This design comes from an exercise in tuning for small area, a short achievable clock period and few clock cycles per item on the open sky130 flow, not from production work. At most, simulation tests tie the RTL to the original design; equivalence was not proved. No functional check of the RTL was part of run 2.

==> flow/design.v (outline; a module is shown in full before it is edited, if it fits) <==
// module geofence: 440 lines
module geofence ( clk,reset,X,Y,valid,is_inside);
  // ...
==> flow/flow/run.sh <==
#!/bin/bash
set -euo pipefail
grep -q 'SETUP_SLACK_MARGIN=5 ' standard.sh
sed 's/SETUP_SLACK_MARGIN=5 /SETUP_SLACK_MARGIN=5.6 /' standard.sh > flow_standard.sh
bash flow_standard.sh > layout.log 2>&1
==> flow/standard.sh <==
#!/bin/bash
# synth_recipe.tcl (not shown) runs the flow's synth.tcl, then flattens the netlist and writes it again
# the make line also repeats each setting of config.mk as NAME=value (left out here)
make -C /OpenROAD-flow-scripts/flow DESIGN_CONFIG=/design/flow/config.mk WORK_HOME=/design/flow/orfs CLKGATE_MAP_FILE= SYNTH_SCRIPT=/design/flow/synth_recipe.tcl "${@:-finish}"
==> flow/config.mk <==
export PLATFORM = sky130hd
export DESIGN_NAME = geofence
export DESIGN_NICKNAME = geofence
export VERILOG_FILES = /design/flow/design.v
export SDC_FILE = /design/flow/constraint.sdc
export NUM_CORES = 4
export LEC_CHECK = 0
export ABC_AREA = 1
export CAP_MARGIN = 20
export CORE_MARGIN = 2
export CORE_UTILIZATION = 40
export SETUP_SLACK_MARGIN = 5
export SLEW_MARGIN = 20
export TNS_END_PERCENT = 0
==> flow/constraint.sdc <==
create_clock -name core_clock -period 11.0 [get_ports {clk}]
set_input_delay 2.2000 -clock core_clock [delete_from_list [all_inputs] [get_ports {clk}]]
set_output_delay 2.2000 -clock core_clock [all_outputs]
set_load 0.01 [all_outputs]
==> qor.yml, run 1 <==
setup_path:
  cpMostUsedCell: "fa_2"
  cp.arrival_ns: 5.79
  slowest_stage: "edfxtp_1"
  critPathMaxStageDelay_ns: 0.55
  reg2reg_setup_slack_ns: 5.24
  ff2ff_path_depth: 21
  r2r-start: "lmx[3]"
placed_design:
  gp_congestion: 0.911
  dp_cells: 2433
run_status:
  status: "no timing/DRC/antenna violations"
layout:
  num-nonclk-buffers: 145
  nFillCells: 3901
  largest_cell_class: "multi-input combinational cells"
  multi_input_area_um2: 11800
  stdcell_count: 2564
  clock_area_frac: 0.0173
global_routing:
  grt_usage: 0.209
  grt_pass1_wl_um: 70300
  antenna_found_initial: 1
  grt_max_degree: 23
  gr-usage-met1: 0.266
  overflow: 0
synthesis:
  synthMostInstantiatedCell: "inv_1"
  synthAdderAreaFrac: 0.489
  ys_dominant_reg_cell: "edfxtp_1"
  avgSynthCellArea_um2: 8.54
  synthesis.nets: 2413
  synth_edf_count: 68
floorplan:
  io_pins: 24
  start_util: 0.406
sta:
  min_period_over_period: 0.524
  final-setup-viol-count: 0
route:
  met3WireLength_um: 3270
  wirelength_um: 43700
  drc: 0
cts:
  cts_buffer_depth: 2
  cts_resized: 95
  holdBufCountCts: 0
  cts_num_sinks: 104
Testbench counts, summed over its fixed seeds: cycles 20,369, items 2,400.
==> run 2, diff against run 1 <==
--- a/flow/design.v
+++ b/flow/design.v
@@ -399,16 +399,20 @@
     wire cr_pos = !cr_neg && !cr_zero;
     wire cl_pos = !cl_neg && !cl_zero;
     wire w_zero = wzx && wzy;
     wire w_opp = ((wsx != rsx) && !wzx) || ((wsy != rsy) && !wzy);
     wire first = (cnt == 4'd2);
     wire step = (cnt >= 4'd3) && (cnt <= 4'd7);
     wire set_l = !cl_neg;
     wire set_r = cr_neg;
+    wire r_eq = step && (r_s1 == r_s2);
+    wire l_eq = step && (l_s1 == l_s2);
+    wire ld_r = r_eq ? (dr_sgn ^ r_s1) : (first || (step && r_s1 && !r_z));
+    wire ld_l = l_eq ? !(dl_sgn ^ l_s1) : (first || (step && !(l_s1 && !l_z)));
     reg f_wz, f_step, f_cln, f_crn, f_clz, f_crz, f_opp;
     wire to_full = f_wz
                  || (f_step && !f_cln && (f_crn || f_crz) && !(f_clz && f_crz && !f_opp));
     wire full_now = (cnt == 4'd3) ? to_full : (full || to_full);
     assign valid = (cnt == 4'd8) || ((cnt == 4'd6 || cnt == 4'd7) && full_now);
     assign is_inside = full_now;
     always @(posedge clk or posedge reset) begin
         if (reset)
@@ -418,21 +422,21 @@
     end
     always @(posedge clk) begin
         if (cnt == 4'd0) begin
             ox <= X;
             oy <= Y;
         end
         wsx <= dx[10]; wmx <= ax; wzx <= (dx == 11'sd0);
         wsy <= dy[10]; wmy <= ay; wzy <= (dy == 11'sd0);
-        if (first || (step && set_r)) begin
+        if (ld_r) begin
             rsx <= wsx; rmx <= wmx; rzx <= wzx;
             rsy <= wsy; rmy <= wmy; rzy <= wzy;
         end
-        if (first || (step && set_l)) begin
+        if (ld_l) begin
             lsx <= wsx; lmx <= wmx; lzx <= wzx;
             lsy <= wsy; lmy <= wmy; lzy <= wzy;
         end
         f_wz <= w_zero; f_step <= step;
         f_cln <= cl_neg; f_crn <= cr_neg;
         f_clz <= cl_zero; f_crz <= cr_zero;
         f_opp <= w_opp;
         full <= full_now;
==> flow/run.sh (new file) <==
#!/bin/bash
# synth_recipe.tcl (not shown) runs the flow's synth.tcl, then flattens the netlist and writes it again
# the make line also repeats each setting of config.mk as NAME=value (left out here)
make -C /OpenROAD-flow-scripts/flow DESIGN_CONFIG=/design/flow/config.mk WORK_HOME=/design/flow/orfs CLKGATE_MAP_FILE= SYNTH_SCRIPT=/design/flow/synth_recipe.tcl finish
==> flow/config.mk (replaced) <==
export PLATFORM = sky130hd
export DESIGN_NAME = geofence
export DESIGN_NICKNAME = geofence
export VERILOG_FILES = /design/flow/design.v
export SDC_FILE = /design/flow/constraint.sdc
export NUM_CORES = 4
export LEC_CHECK = 0
export CAP_MARGIN = 20
export CORE_MARGIN = 2
export CORE_UTILIZATION = 40
export SETUP_SLACK_MARGIN = 5
export SLEW_MARGIN = 20
export TNS_END_PERCENT = 0
removed: flow/flow/run.sh
removed: flow/standard.sh
==> qor.yml, run 2 <==
run_status:
  status: "no timing/DRC/antenna violations"  # unchanged
route:
  ant_nets: 0  # unchanged
  vias: 10831  # was 12432
  drc: 0  # unchanged
  via_per_inst: 5.08  # was 4.85
  drtIter0Drc: 665  # was 868
  wl_per_cell_um: 19.0  # was 17.0 um
  wirelength_um: 40400  # was 43700 um
  drt_pass1_iterations: 9  # was 7
synthesis:
  syn-cell-area_um2: 16100  # was 16600 um^2
  synth_commonest_cells: "fa_1 (340), and2_1 (296), inv_1 (216), nand2_1 (142), ha_1 (105)"  # was inv_1 (562), nand2_1 (541), fa_1 (340), ha_1 (105), clkbuf_1 (80)
  ys_dominant_reg_cell: "edfxtp_1"  # unchanged
  synth_cells: 1519  # was 1946
  async_flop_share: 0.0385  # unchanged
  synthMostInstantiatedCell: "fa_1"  # was inv_1
  ys_warn_count: 1  # unchanged
  synth_top_cell_by_area: "fa_1"  # unchanged
  synth_edf_count: 68  # unchanged
  synth_top_family_by_area: "adder cells"  # unchanged
  synth_xor_area_frac: 0.0308  # was 0.0147
  ys_ff_latch: 104  # unchanged
  synthesis.nets: 1986  # was 2413
  synth_top_area_frac: 0.423  # was 0.410
  synthAdderAreaFrac: 0.504  # was 0.489
  ys_types: 64  # was 40
  synth_area_leaders: "fa_1 (42%), edfxtp_1 (13%), and2_1 (11%), ha_1 (8.2%), inv_1 (5.0%)"  # was fa_1 (41%), inv_1 (13%), edfxtp_1 (12%), nand2_1 (12%), ha_1 (7.9%)
  synthMuxAreaShare: 0.00194  # was 0
  avgSynthCellArea_um2: 10.6  # was 8.54 um^2
  synth_compound_area_frac: 0.0447  # was 0.0232
  yosys.area_share.simple: 0.181  # was 0.160
  seq_area_frac_synth: 0.173  # was 0.168
cts:
  cts_buffer_depth: 2  # unchanged
  root_buffer: "clkbuf_16"  # unchanged
  cts_made_buffers: 9  # unchanged
  h-tree-depth: 3  # unchanged
  cts_tree: "done"  # unchanged
  cts_num_sinks: 104  # unchanged
  cts.clk_slew.worst_paths_ns: 0.07  # about the same
  insertion_delay_ns: 0.36  # was 0.34 ns
sta:
  layout_min_cycle_time_ns: 6.06  # was 5.76 ns
  max_freq_mhz: 165  # was 174 MHz
  finalHoldViolCount: 0  # unchanged
  min_period_over_period: 0.551  # was 0.524
  rsz0062_at_grt: "true"  # unchanged
  final-setup-viol-count: 0  # unchanged
  relSlewSlack: 0.374  # was 0.437
  fin_ws_ns: 4.94  # was 5.24 ns
  drv_slew: 0  # unchanged
  fin_skew_ns: 0.00819  # was 0.00870 ns
  setup_tns_ns: 0  # unchanged
  tightest_slew_ns: 0.939  # was 0.841 ns
global_routing:
  overflow: 0  # unchanged
  grt_pass1_wl_um: 65200  # was 70300 um
  grt_usage: 0.205  # was 0.209
  grt_max_degree: 23  # unchanged
  antenna_found_initial: 2  # was 1
  grt_pass1_vias: 11916  # was 13366
floorplan:
  io_pins: 24  # unchanged
  core_area_um2: 39700  # was 40900 um^2
  start_util: 0.405  # was 0.406
  dieArea_um2: 41900  # was 43200 um^2
  dieHeight_um: 205  # was 208 um
  fp-row-count: 73  # was 74
  die_x_um: 205  # was 208 um
layout:
  layout_commonest_cell: "fa_1"  # was inv_1
  final_util: 0.462  # was 0.466
  stdcell_count: 2131  # was 2564
  n_antenna_cell: 0  # unchanged
  layout.nets: 2068  # was 2494
  layout-drive-gt1-share: 0.138  # was 0.123
  area_growth_syn_to_layout_pct: 13.9  # was 14.9%
  mostFrequentLayoutCells: "fa_1 (294), and2_1 (287), inv_1 (212)"  # was inv_1 (551), nand2_1 (532), fa_1 (288)
placed_design:
  gp_congestion: 0.856  # was 0.911
  place_hpwl_um: 30100  # was 32200 um
  dp_cells: 2022  # was 2433
  dp_slack_ns: 4.08  # was 4.69 ns
  place.port_buffers: 23  # unchanged
setup_path:
  cp-start-kind: "flop"  # unchanged
  cpMostUsedCell: "fa_2"  # unchanged
  cp.arrival_ns: 6.13  # was 5.79 ns
  required_ns: 11.08  # was 11.04 ns
  crit_path_max_fanout: 4  # was 8
  crit_type: "reg2reg"  # unchanged
  critPathMaxStageDelay_ns: 0.57  # was 0.55 ns
  reg2reg_setup_slack_ns: 4.94  # was 5.24 ns
  cpLargestDelayFamily: "adder cells"  # unchanged
  r2r-start: "lmx[6]"  # was lmx[3]
  worst_setup_path_end_kind: "flop"  # unchanged
  ff2ff_path_depth: 20  # was 21
  slowest_stage: "fa_2"  # was edfxtp_1
  path_buf_inv: 5  # was 4
  cp_cell_sequence: "buf_6 > and2_4 > fa_2 > inv_2 > fa_2 > fa_2 > fa_2 > fa_2 > fa_1 > inv_2 > fa_2 > ha_4 > nand2_4 > nor4_4 > a211oi_2 > o41ai_4 > buf_4 > mux2i_4 > o22a_2 > buf_6"  # was nand2_2 > inv_2 > fa_2 > inv_2 > fa_2 > fa_2 > fa_2 > fa_2 > fa_2 > inv_2 > fa_2 > inv_2 > fa_2 > o21a_1 > a21oi_2 > nor2_2 > nand2_1 > nand2_1 > nand3b_1 > nand2_4 > nand2_4
  regToRegEndpoint: "lzy"  # was lsy
min_path:
  holdPathStages: 1  # unchanged
  hold_class: "reg2reg"  # unchanged
  hold_end: "cnt[0]"  # unchanged
  hold_start: "cnt[0]"  # unchanged
run:
  maxCapViolations: 0  # unchanged
==> run 2: worst reg2reg max path: stages, from the launching register on <==
cell and delay (ns):
edfxtp_1 0.44, buf_6 0.15, and2_4 0.16, fa_2 0.57, inv_2 0.04, fa_2 0.37, fa_2 0.39, fa_2 0.49
fa_2 0.37, fa_1 0.50, inv_2 0.04, fa_2 0.47, ha_4 0.29, nand2_4 0.06, nor4_4 0.28, a211oi_2 0.16
o41ai_4 0.21, buf_4 0.19, mux2i_4 0.26, o22a_2 0.21, buf_6 0.13
==> run 2: routing by layer <==
metal / global-route usage / part of all wire / vias up
met2: 0.353 / 0.50 / 253
met1: 0.272 / 0.43 / 5629
met5: 0 / 0 / -
met4: 0.0463 / 0.018 / 0
met3: 0.0317 / 0.050 / 45
li1: - / - / 4904
==> run 2: layout make-up <==
cell class                 instances  area, um^2
multi-input combinational       1137       12600
inverter                         217         815
tap                              525         657
timing repair buffer             132        1180
clock inverter                     6        77.6
sequential                       104        2810
clock buffer                      10         229
fill                            3700       21400
==> run 2: cell families after synthesis <==
kind of cell | count (synthesis)
adder cells (fa/ha/maj) | 445
flip-flops | 104
multiplexers | 3
AO/OA/AOI/OAI | 105
buffers and inverters | 279
XOR/XNOR | 55
AND/OR/NAND/NOR | 528
==> run 2: what timing repair did <==
| action | CTS | global route |
|---|---|---|
| setup endpoints to repair | 52 | 50 |
| hold buffers | 0 | 0 |
| setup buffers | 77 | 14 |
| pin swaps | 29 | 29 |
| cloned | 2 | 0 |
| resized for setup | 73 | 33 |
==> run 2: how the worst max path moves through the flow <==
stage                  end  slack [ns]   start  cells past startpoint
global route           lzx        4.80  lmx[6]                     22
finish                 lzy        4.94  lmx[6]                     20
floorplan           rmx[0]        4.97  wmy[4]                     18
CTS                 rmx[5]        5.00  rmx[5]                     19
global placement    lmy[0]        4.24  wmy[0]                     16
detailed placement  lmy[1]        4.08  wmy[0]                     16
==> run 2: through the flow <==
step                hold slack [ns]  cell area [um^2]
floorplan                     0.444             16200
global placement              0.476             17000
detailed placement            0.489             17000
CTS                           0.501             18100
global route                  0.517             18300
finish                        0.494             18300

re-timing with driven ports:
How much do the figures lean on ideal ports? The routed layouts below were timed once more, with nothing changed but the port constraints. Step 1, drivers: a clkbuf_16 drives clk and a buf_2 each remaining input, both assumed. Step 2, shift: input delay + t, output delay - t, t = (earliest + latest rising clock arrival at the registers) / 2. This alone moves slack from input paths to output paths. a / b / c = ideal ports / drivers / drivers and shift; a / b = the first two.
| run | shift t [ns] | slack for setup (ns) | hold WS [ns] | latest minus earliest clock arrival (ns) | worst register clock-pin slew, ns |
|---|---|---|---|---|---|
| run 1 | 0.386 | 5.241 / 5.241 / 5.241 | 0.495 / 0.495 / 0.495 | 0.009 / 0.009 | 0.07 / 0.07 |
| run 2 | 0.398 | 4.943 / 4.943 / 4.943 | 0.494 / 0.494 / 0.494 | 0.008 / 0.008 | 0.07 / 0.07 |
After both steps every run listed still meets setup and hold.
